What follows belongs to an exercise in optimizing a design on an open flow for small area, a short achievable clock period and few clock cycles per item; a production flow would make more cautious choices. RTL that was checked went through simulation tests only; none was proved equivalent to the original.

== run G ==
// mult32x32_fast
module mult32x32_fast (
    input logic clk,
    input logic reset,
    input logic start,
    input logic [31:0] a,
    input logic [31:0] b,
    output logic busy,
    output logic [63:0] product
);
clock: 10.0 ns
lec_check: 0
cap_margin: 20
core_margin: 2
core_utilization: 40
setup_slack_margin: 3.5
slew_margin: 20
synth_hierarchical: 1
synth_minimum_keep_size: 0
standard.sh (not shown) runs the stock make flow with config.mk's settings and CLKGATE_MAP_FILE= SYNTH_SCRIPT=/design/flow/synth_recipe.tcl, a recipe that flattens the netlist after the stock synthesis.
==> flow/flow/run.sh <==
#!/bin/bash
# Own layout flow: the standard synthesis and layout (standard.sh), with two changes:
#  - before floorplanning, every combinational cell of the synthesized netlist is set to
#    the smallest drive strength of its footprint (flow/resize.py); registers are untouched,
#    and the layout's repair steps size cells up again where needed;
#  - ports are buffered with buf_2 instead of the default port buffer.
# Each tool's output goes to a log file in this folder.
set -euo pipefail
R=orfs/results/sky130hd/mult32x32_fast/base
export BUFFER_PORTS_ARGS="-buffer_cell sky130_fd_sc_hd__buf_2"
bash standard.sh synth > synth.log 2>&1
python3 flow/resize.py "$FLOW_HOME/platforms/sky130hd/lib/sky130_fd_sc_hd__tt_025C_1v80.lib" $R/1_2_yosys.v > resize.log 2>&1
touch $R/1_2_yosys.v
bash standard.sh > layout.log 2>&1
==> flow/flow/resize.py <==
#!/usr/bin/env python3
"""Set every combinational cell of the synthesized netlist to the smallest cell of its
footprint (the same function and pins, the lowest drive strength). Flip-flops, latches and
tie cells are left as synthesis made them. The layout's own repair steps size cells up
again where slew, capacitance or timing need it.
usage: resize.py LIBERTY NETLIST"""
import re, sys, collections
lib, path = sys.argv[1], sys.argv[2]
area, foot, seq = {}, {}, set()
cur = None
for line in open(lib):
    m = re.search(r'^\s*cell\s*\(\s*"?(sky130_fd_sc_hd__\w+)"?\s*\)', line)
    if m:
        cur = m.group(1); continue
    if cur is None:
        continue
    m = re.search(r'^\s*area\s*:\s*([\d.]+)', line)
    if m: area[cur] = float(m.group(1))
    m = re.search(r'cell_footprint\s*:\s*"([^"]+)"', line)
    if m: foot[cur] = m.group(1)
    if re.search(r'^\s*(ff|latch|statetable)\s*\(', line): seq.add(cur)
best = {}
for c, f in foot.items():
    if c in seq or "lpflow" in c or "probe" in c or c not in area:
        continue
    if f not in best or area[c] < area[best[f]]:
        best[f] = c
text = open(path).read()
used = collections.Counter(re.findall(r'^\s*(sky130_fd_sc_hd__\w+)\s', text, re.M))
for c, n in sorted(used.items()):
    if c in seq or c not in foot or "conb" in c:
        continue
    b = best.get(foot[c])
    if b and b != c and area[b] < area[c]:
        text = re.sub(r'(^\s*)%s(\s)' % c, r'\g<1>%s\g<2>' % b, text, flags=re.M)
        print(f"{c} -> {b}: {n}")
open(path, "w").write(text)
Run G did not stop at any stage, and its layout met the timing, design-rule and antenna checks.
Testbench counts of run G, summed over its fixed seeds: cycles 4,794, items 3,200.
### run G -> run R
- an added TNS_END_PERCENT of 0
- a change of SETUP_SLACK_MARGIN from 3.5 to 2.5
Findings:
Side by side, total number of cells along the worst setup path turned out lower in run R than in run G.
Half-perimeter wire length after placement was lower in the run labelled run R.
Changes observed in run R relative to run G: final worst-path setup slack saw a decrease.
Changes observed in run R relative to run G: minimum period implied by the final worst setup slack rose 480 ps; register-to-register slack dropped 570 ps.
Summary of run R over run G: global-route usage over all layers fell by 2.1 points; wire length fell by 8.0%.


## oak
mult32x32_fast, a different RTL version from the one above (not shown whole).
For scale: roughly 19000 um2 of cells after synthesis.
clock: 10.0 ns
lec_check: 0
cap_margin: 20
core_margin: 2
core_utilization: 40
cts_buf_list: sky130_fd_sc_hd__clkbuf_4 sky130_fd_sc_hd__clkbuf_8
gpl_routability_driven: 0
setup_slack_margin: 4.8
slew_margin: 20
synth_hierarchical: 1
synth_minimum_keep_size: 0
tns_end_percent: 0
==> flow/flow/run.sh <==
#!/bin/bash
# Own layout flow: the standard synthesis and layout (standard.sh), with these changes:
#  - before floorplanning, each combinational cell of the synthesized netlist gets the drive
#    strength its fanout calls for (flow/resize.py): the smallest variant of its footprint for
#    a small fanout, larger ones for large fanouts. Registers are untouched; the layout's repair
#    steps size cells again where slew, capacitance or timing need it;
#  - ports are buffered with buf_2 instead of the default port buffer;
#  - timing repair only sizes cells up and swaps pins (no buffering or cloning), and the
#    repair after global routing is skipped (the repair after clock tree synthesis remains).
# Each tool's output goes to a log file in this folder.
set -euo pipefail
R=orfs/results/sky130hd/mult32x32_fast/base
export BUFFER_PORTS_ARGS="-buffer_cell sky130_fd_sc_hd__buf_2"
export SKIP_INCREMENTAL_REPAIR=1
export SETUP_MOVE_SEQUENCE="sizeup,swap"
bash standard.sh synth > synth.log 2>&1
python3 flow/resize.py "$FLOW_HOME/platforms/sky130hd/lib/sky130_fd_sc_hd__tt_025C_1v80.lib" $R/1_2_yosys.v 5 12 '(one|two|neg)[0-9]+_[0-9]+' > resize.log 2>&1
touch $R/1_2_yosys.v
bash standard.sh > layout.log 2>&1
==> flow/flow/resize.py <==
#!/usr/bin/env python3
"""Size the combinational cells of the synthesized netlist by the fanout they drive:
each cell gets the variant of its footprint (same function and pins) whose drive suits its
fanout: the smallest for a fanout up to FO1, drive 2 up to FO2, else drive 4.
Flip-flops, latches and tie cells are left as synthesis made them. The layout's own repair
steps size cells again where slew, capacitance or timing need it.
Cells driving a net whose name matches STRONG (a regular expression) get drive 4.
usage: resize.py LIBERTY NETLIST [FO1 FO2 [STRONG]]"""
import re, sys, collections
lib, path = sys.argv[1], sys.argv[2]
FO1 = int(sys.argv[3]) if len(sys.argv) > 3 else 5
FO2 = int(sys.argv[4]) if len(sys.argv) > 4 else 12
STRONG = re.compile(sys.argv[5]) if len(sys.argv) > 5 else None
area, foot, seq, outs = {}, {}, set(), collections.defaultdict(set)
cur = None; pin = None
for line in open(lib):
    m = re.search(r'^\s*cell\s*\(\s*"?(sky130_fd_sc_hd__\w+)"?\s*\)', line)
    if m:
        cur = m.group(1); pin = None; continue
    if cur is None:
        continue
    m = re.search(r'^\s*area\s*:\s*([\d.]+)', line)
    if m: area[cur] = float(m.group(1))
    m = re.search(r'cell_footprint\s*:\s*"([^"]+)"', line)
    if m: foot[cur] = m.group(1)
    if re.search(r'^\s*(ff|latch|statetable)\s*\(', line): seq.add(cur)
    m = re.search(r'^\s*pin\s*\(\s*"?(\w+)"?\s*\)', line)
    if m: pin = m.group(1)
    if pin and re.search(r'direction\s*:\s*"?output', line): outs[cur].add(pin)
fam = collections.defaultdict(list)
for c, f in foot.items():
    if c in seq or "lpflow" in c or "probe" in c or c not in area:
        continue
    fam[f].append(c)
def strength(c):
    m = re.search(r'_(\d+)$', c)
    return int(m.group(1)) if m else 1
for f in fam:
    fam[f].sort(key=lambda c: (strength(c), area[c]))
text = open(path).read()
inst_re = re.compile(r'^(\s*)(sky130_fd_sc_hd__\w+)(\s+)(\S+)(\s*\((.*?)\);)', re.M | re.S)
insts = []
fanout = collections.Counter()
for m in inst_re.finditer(text):
    cell = m.group(2)
    conns = re.findall(r'\.(\w+)\(([^()]*)\)', m.group(6))
    o = [n.strip() for p, n in conns if p in outs.get(cell, ())]
    for p, n in conns:
        if p not in outs.get(cell, ()):
            fanout[n.strip()] += 1
    insts.append((m.start(2), m.end(2), cell, o))
out = []
last = 0
changes = collections.Counter()
for s, e, cell, o in insts:
    new = cell
    if cell not in seq and cell in foot and "conb" not in cell and foot[cell] in fam:
        fo = max([fanout[n] for n in o] + [0])
        want = 0 if fo <= FO1 else (2 if fo <= FO2 else 4)
        if STRONG and any(STRONG.fullmatch(n) for n in o):
            want = 4
        vs = fam[foot[cell]]
        ok = [v for v in vs if strength(v) >= want] or [vs[-1]]
        # the smallest area that gives the drive; among equal areas the strongest
        new = min(ok, key=lambda v: (area[v], -strength(v)))
    out.append(text[last:s]); out.append(new); last = e
    if new != cell: changes[(cell, new)] += 1
out.append(text[last:])
open(path, "w").write("".join(out))
for (a, b), n in sorted(changes.items()):
    print(f"{a} -> {b}: {n}")
oak: PASS, flow complete, no timing, DRC or antenna violations
Setup changes, oak to pine
-- flow/flow/run.sh --
<<< oak, line 16
bash standard.sh synth > synth.log 2>&1
python3 flow/resize.py "$FLOW_HOME/platforms/sky130hd/lib/sky130_fd_sc_hd__tt_025C_1v80.lib" $R/1_2_yosys.v 5 12 '(one|two|neg)[0-9]+_[0-9]+' > resize.log 2>&1
touch $R/1_2_yosys.v
>>> pine, line 16
bash standard.sh synth > synth.log 2>&1
python3 flow/resize.py "$FLOW_HOME/platforms/sky130hd/lib/sky130_fd_sc_hd__tt_025C_1v80.lib" $R/1_2_yosys.v > resize.log 2>&1
touch $R/1_2_yosys.v
-- flow/flow/resize.py --
<<< oak, line 6
steps size cells again where slew, capacitance or timing need it.
Cells driving a net whose name matches STRONG (a regular expression) get drive 4.
usage: resize.py LIBERTY NETLIST [FO1 FO2 [STRONG]]"""
import re, sys, collections
>>> pine, line 6
steps size cells again where slew, capacitance or timing need it.
usage: resize.py LIBERTY NETLIST [FO1 FO2]"""
import re, sys, collections
<<< oak, line 12
FO2 = int(sys.argv[4]) if len(sys.argv) > 4 else 12
STRONG = re.compile(sys.argv[5]) if len(sys.argv) > 5 else None
area, foot, seq, outs = {}, {}, set(), collections.defaultdict(set)
>>> pine, line 11
FO2 = int(sys.argv[4]) if len(sys.argv) > 4 else 12
area, foot, seq, outs = {}, {}, set(), collections.defaultdict(set)
<<< oak, line 59
        want = 0 if fo <= FO1 else (2 if fo <= FO2 else 4)
        if STRONG and any(STRONG.fullmatch(n) for n in o):
            want = 4
        vs = fam[foot[cell]]
>>> pine, line 57
        want = 0 if fo <= FO1 else (2 if fo <= FO2 else 4)
        vs = fam[foot[cell]]
==> run summary <==
- Looking at critical path launch point, the hcr[7]$_DFFE_PP_ result is from pine; the b[1] one comes from oak.
- Lower maximum cell stage delay along the critical path was reported by oak, not pine.
- In the metrics for pine and oak, the one carrying the higher clock-buffer cell count is pine.
- Compare pine and oak | height of the die higher: oak
- Cmp pine and oak / top fanout value on the critical path / higher: oak
What birch does differently from pine at the input level:
# pine
export LEC_CHECK = 0
export CAP_MARGIN = 20
export CORE_MARGIN = 2
export CORE_UTILIZATION = 40
export CTS_BUF_LIST = sky130_fd_sc_hd__clkbuf_4 sky130_fd_sc_hd__clkbuf_8
export GPL_ROUTABILITY_DRIVEN = 0
export SETUP_SLACK_MARGIN = 4.8
export SLEW_MARGIN = 20
export SYNTH_HIERARCHICAL = 1
export SYNTH_MINIMUM_KEEP_SIZE = 0
export TNS_END_PERCENT = 0
create_clock -name core_clock -period 10.0 [get_ports {clk}]
# birch
export LEC_CHECK = 0
export CAP_MARGIN = 20
export CORE_MARGIN = 2
export CORE_UTILIZATION = 40
export CTS_BUF_LIST = sky130_fd_sc_hd__clkbuf_4 sky130_fd_sc_hd__clkbuf_8
export SETUP_SLACK_MARGIN = 4.8
export SLEW_MARGIN = 20
export SYNTH_HIERARCHICAL = 1
export SYNTH_MINIMUM_KEEP_SIZE = 0
export TNS_END_PERCENT = 0
create_clock -name core_clock -period 10.0 [get_ports {clk}]
## What came out
- birch — shortest period the worst path allows 0.096 ns higher, pine as reference
- [compare] base=pine new=birch: sequential share of cell area +0.22 points; signed area change from the synthesized netlist to the final layout -1.5 points.
- In birch the latest clock arrival within the worst-skew pair turned out 0.02 ns higher than in pine.
- From pine to birch, remaining antenna violation count after routing did not move at all.
- birch vs. pine: clock tree buffer depth now sits at about the same level; share of cells above drive strength 1 lost 1.6 points; detailed-routed wire length on met2 saw an increase.
diff inputs: birch => maple
# birch
export LEC_CHECK = 0
export CAP_MARGIN = 20
export CORE_MARGIN = 2
export CORE_UTILIZATION = 40
export CTS_BUF_LIST = sky130_fd_sc_hd__clkbuf_4 sky130_fd_sc_hd__clkbuf_8
export SETUP_SLACK_MARGIN = 4.8
export SLEW_MARGIN = 20
export SYNTH_HIERARCHICAL = 1
export SYNTH_MINIMUM_KEEP_SIZE = 0
export TNS_END_PERCENT = 0
create_clock -name core_clock -period 10.0 [get_ports {clk}]
# maple
export LEC_CHECK = 0
export CAP_MARGIN = 20
export CORE_MARGIN = 2
export CORE_UTILIZATION = 40
export CTS_BUF_LIST = sky130_fd_sc_hd__clkbuf_4 sky130_fd_sc_hd__clkbuf_8
export GPL_ROUTABILITY_DRIVEN = 0
export SETUP_SLACK_MARGIN = 4.8
export SLEW_MARGIN = 20
export SYNTH_HIERARCHICAL = 1
export SYNTH_MINIMUM_KEEP_SIZE = 0
export TNS_END_PERCENT = 0
create_clock -name core_clock -period 10.0 [get_ports {clk}]
-- flow/flow/run.sh --
<<< birch, line 12
R=orfs/results/sky130hd/mult32x32_fast/base
export BUFFER_PORTS_ARGS="-buffer_cell sky130_fd_sc_hd__buf_2"
export SKIP_INCREMENTAL_REPAIR=1
>>> maple, line 12
R=orfs/results/sky130hd/mult32x32_fast/base
export BUFFER_PORTS_ARGS="-buffer_cell sky130_fd_sc_hd__buf_4"
export SKIP_INCREMENTAL_REPAIR=1
- Both conditions hold for maple: the flow ran to the end and the final layout passed the timing, design-rule and antenna checks.
- Critical path depth, birch and maple: lower on birch
- maple ends up with a worst-case headroom to the max-slew limit that is 7.6 points lower than in birch.
- In the tables for birch and maple, met2 layer usage reported by global route reads lower with maple.
- Going from birch to maple, the number of search-and-repair iterations in the first detailed-routing pass was found to have gone down by 1.
- Against birch, maple comes in 0.40 points lower on met1 demand-to-capacity share in global routing.
- Summed area of non-filler cells in the final layout ended up 170 um2 higher on maple than on birch.
- Min worst hold slack across birch and maple: maple
- maple against birch: sequential cell count neither gained nor lost much, global routing usage summed across all routing layers lost 0.54 points.
Function was not checked in any run of this note: the RTL went through the layout flow alone.


Another version of the RTL of mult32x32_fast (not shown whole).
For scale: about 1800 cells after synthesis, about 130 I/O pins, ~20000 µm² of cells after synthesis.
==> flow/config.mk <==
export PLATFORM = sky130hd
export DESIGN_NAME = mult32x32_fast
export DESIGN_NICKNAME = mult32x32_fast
export VERILOG_FILES = /design/flow/design.v
export SDC_FILE = /design/flow/constraint.sdc
export NUM_CORES = 4
export LEC_CHECK = 0
export CAP_MARGIN = 20
export CORE_MARGIN = 2
export CORE_UTILIZATION = 40
export CTS_BUF_LIST = sky130_fd_sc_hd__clkbuf_4 sky130_fd_sc_hd__clkbuf_8
export SETUP_SLACK_MARGIN = 4.8
export SLEW_MARGIN = 20
export SYNTH_HIERARCHICAL = 1
export SYNTH_MINIMUM_KEEP_SIZE = 0
export TNS_END_PERCENT = 0
==> flow/constraint.sdc <==
create_clock -name core_clock -period 10.0 [get_ports {clk}]
set_input_delay 2.0000 -clock core_clock [delete_from_list [all_inputs] [get_ports {clk}]]
set_output_delay 2.0000 -clock core_clock [all_outputs]
set_load 0.01 [all_outputs]
==> flow/flow/run.sh <==
#!/bin/bash
# Own layout flow: the standard synthesis and layout (standard.sh), with these changes:
#  - before floorplanning, each combinational cell of the synthesized netlist gets the drive
#    strength its fanout calls for (flow/resize.py): the smallest variant of its footprint for
#    a small fanout, larger ones for large fanouts. Registers are untouched; the layout's repair
#    steps size cells again where slew, capacitance or timing need it;
#  - ports are buffered with buf_2 instead of the default port buffer;
#  - timing repair only sizes cells up and swaps pins (no buffering or cloning), and the
#    repair after global routing is skipped (the repair after clock tree synthesis remains).
# Each tool's output goes to a log file in this folder.
set -euo pipefail
R=orfs/results/sky130hd/mult32x32_fast/base
export BUFFER_PORTS_ARGS="-buffer_cell sky130_fd_sc_hd__buf_2"
export SKIP_INCREMENTAL_REPAIR=1
export SETUP_MOVE_SEQUENCE="sizeup,swap"
bash standard.sh synth > synth.log 2>&1
python3 flow/resize.py "$FLOW_HOME/platforms/sky130hd/lib/sky130_fd_sc_hd__tt_025C_1v80.lib" $R/1_2_yosys.v > resize.log 2>&1
touch $R/1_2_yosys.v
bash standard.sh > layout.log 2>&1
Other scripts of this flow, unchanged in this note and not shown: flow/flow/resize.py
Then changed:
==> flow/flow/run.sh (replaced) <==
#!/bin/bash
# Own layout flow: the standard synthesis and layout (standard.sh), with two changes:
#  - before floorplanning, every combinational cell of the synthesized netlist is set to
#    the smallest drive strength of its footprint (flow/resize.py); registers are untouched,
#    and the layout's repair steps size cells up again where needed;
#  - ports are buffered with buf_2 instead of the default port buffer.
# Each tool's output goes to a log file in this folder.
set -euo pipefail
R=orfs/results/sky130hd/mult32x32_fast/base
export BUFFER_PORTS_ARGS="-buffer_cell sky130_fd_sc_hd__buf_2"
bash standard.sh synth > synth.log 2>&1
python3 flow/resize.py "$FLOW_HOME/platforms/sky130hd/lib/sky130_fd_sc_hd__tt_025C_1v80.lib" $R/1_2_yosys.v > resize.log 2>&1
touch $R/1_2_yosys.v
bash standard.sh > layout.log 2>&1
--- a/flow/config.mk
+++ b/flow/config.mk
@@ -10,3 +10,2 @@
 export CORE_UTILIZATION = 40
-export CTS_BUF_LIST = sky130_fd_sc_hd__clkbuf_4 sky130_fd_sc_hd__clkbuf_8
 export SETUP_SLACK_MARGIN = 4.8
Outcome:
- critical path depth rose by 2
- final area grows by 3.5%
- fmax rises by 1.2%
- sequential share of layout area falls by 0.54 points
- global-route usage increases by 0.54 points
- register-to-register slack improved by 280 ps
Then changed:
--- a/flow/config.mk
+++ b/flow/config.mk
@@ -10,2 +10,3 @@
 export CORE_UTILIZATION = 40
+export CTS_BUF_LIST = sky130_fd_sc_hd__clkbuf_4 sky130_fd_sc_hd__clkbuf_8
 export SETUP_SLACK_MARGIN = 4.8
=> Routed wire length hardly moves. Via count barely changes. Worst setup slack gains 110 ps. Sequential cell count stays the same. Cell count stays flat. Critical path depth falls by 1. Count of clock-buffer cells in the layout is unchanged. Non-clock buffer count is higher by 4.
Then changed:
--- a/flow/config.mk
+++ b/flow/config.mk
@@ -11,3 +11,3 @@
 export CTS_BUF_LIST = sky130_fd_sc_hd__clkbuf_4 sky130_fd_sc_hd__clkbuf_8
-export SETUP_SLACK_MARGIN = 4.8
+export SETUP_SLACK_MARGIN = 5.0
 export SLEW_MARGIN = 20
The new run produced a clean layout.
Maximum frequency stays the same.
Final area does not change.
Count of clock-buffer cells in the layout is unchanged.
Synthesized area does not change.
Final cell count stays the same.
Global-route usage is unchanged.
Die area is unchanged.
Function was not checked in any run of this note: the RTL went through the layout flow alone.

separate check: timing with driven ports:
In the flow no input, the clock included, has a driving cell. The finished layouts below were timed again as built, in two steps. Step 1 sets driving cells, clkbuf_16 on the clock port and buf_2 on the other inputs (assumed; they add their load-dependent delay and slew). Step 2 times the ports against the registers' clock, not the clock port: input delays grow and output delays shrink by t, the midpoint of the rising clock arrivals with the driver on. Three values: ideal ports, drivers, drivers and shift; two values: the first two.
run	t (ns)	setup WS [ns]	worst hold slack (ns)	worst register clock-pin slew, ns
run G	0.404	3.140 / 3.047 / 2.643	0.472 / 0.472 / 0.472	0.08 / 0.08
run R	0.404	2.659 / 2.693 / 2.289	0.463 / 0.463 / 0.463	0.08 / 0.08
oak	0.499	4.565 / 4.531 / 4.092	0.636 / 0.636 / 0.636	0.09 / 0.09
pine	0.478	4.580 / 4.536 / 4.133	0.625 / 0.625 / 0.625	0.09 / 0.09
birch	0.497	4.483 / 4.498 / 4.000	0.698 / 0.698 / 0.698	0.10 / 0.10
maple	0.497	4.495 / 4.494 / 4.004	0.635 / 0.635 / 0.635	0.09 / 0.09
the first run of note 3	0.495	4.446 / 4.475 / 3.980	0.687 / 0.687 / 0.687	0.10 / 0.10
the second run of note 3	0.475	4.511 / 4.537 / 4.062	0.671 / 0.671 / 0.671	0.07 / 0.07
the third run of note 3	0.496	4.616 / 4.621 / 4.125	0.673 / 0.673 / 0.673	0.10 / 0.10
the fourth run of note 3	0.496	4.616 / 4.621 / 4.125	0.673 / 0.673 / 0.673	0.10 / 0.10
After both steps setup and hold are still met in every run listed. The setup slack of run G, which loses most, moves by -0.093 ns with the drivers and by -0.497 ns with both steps.
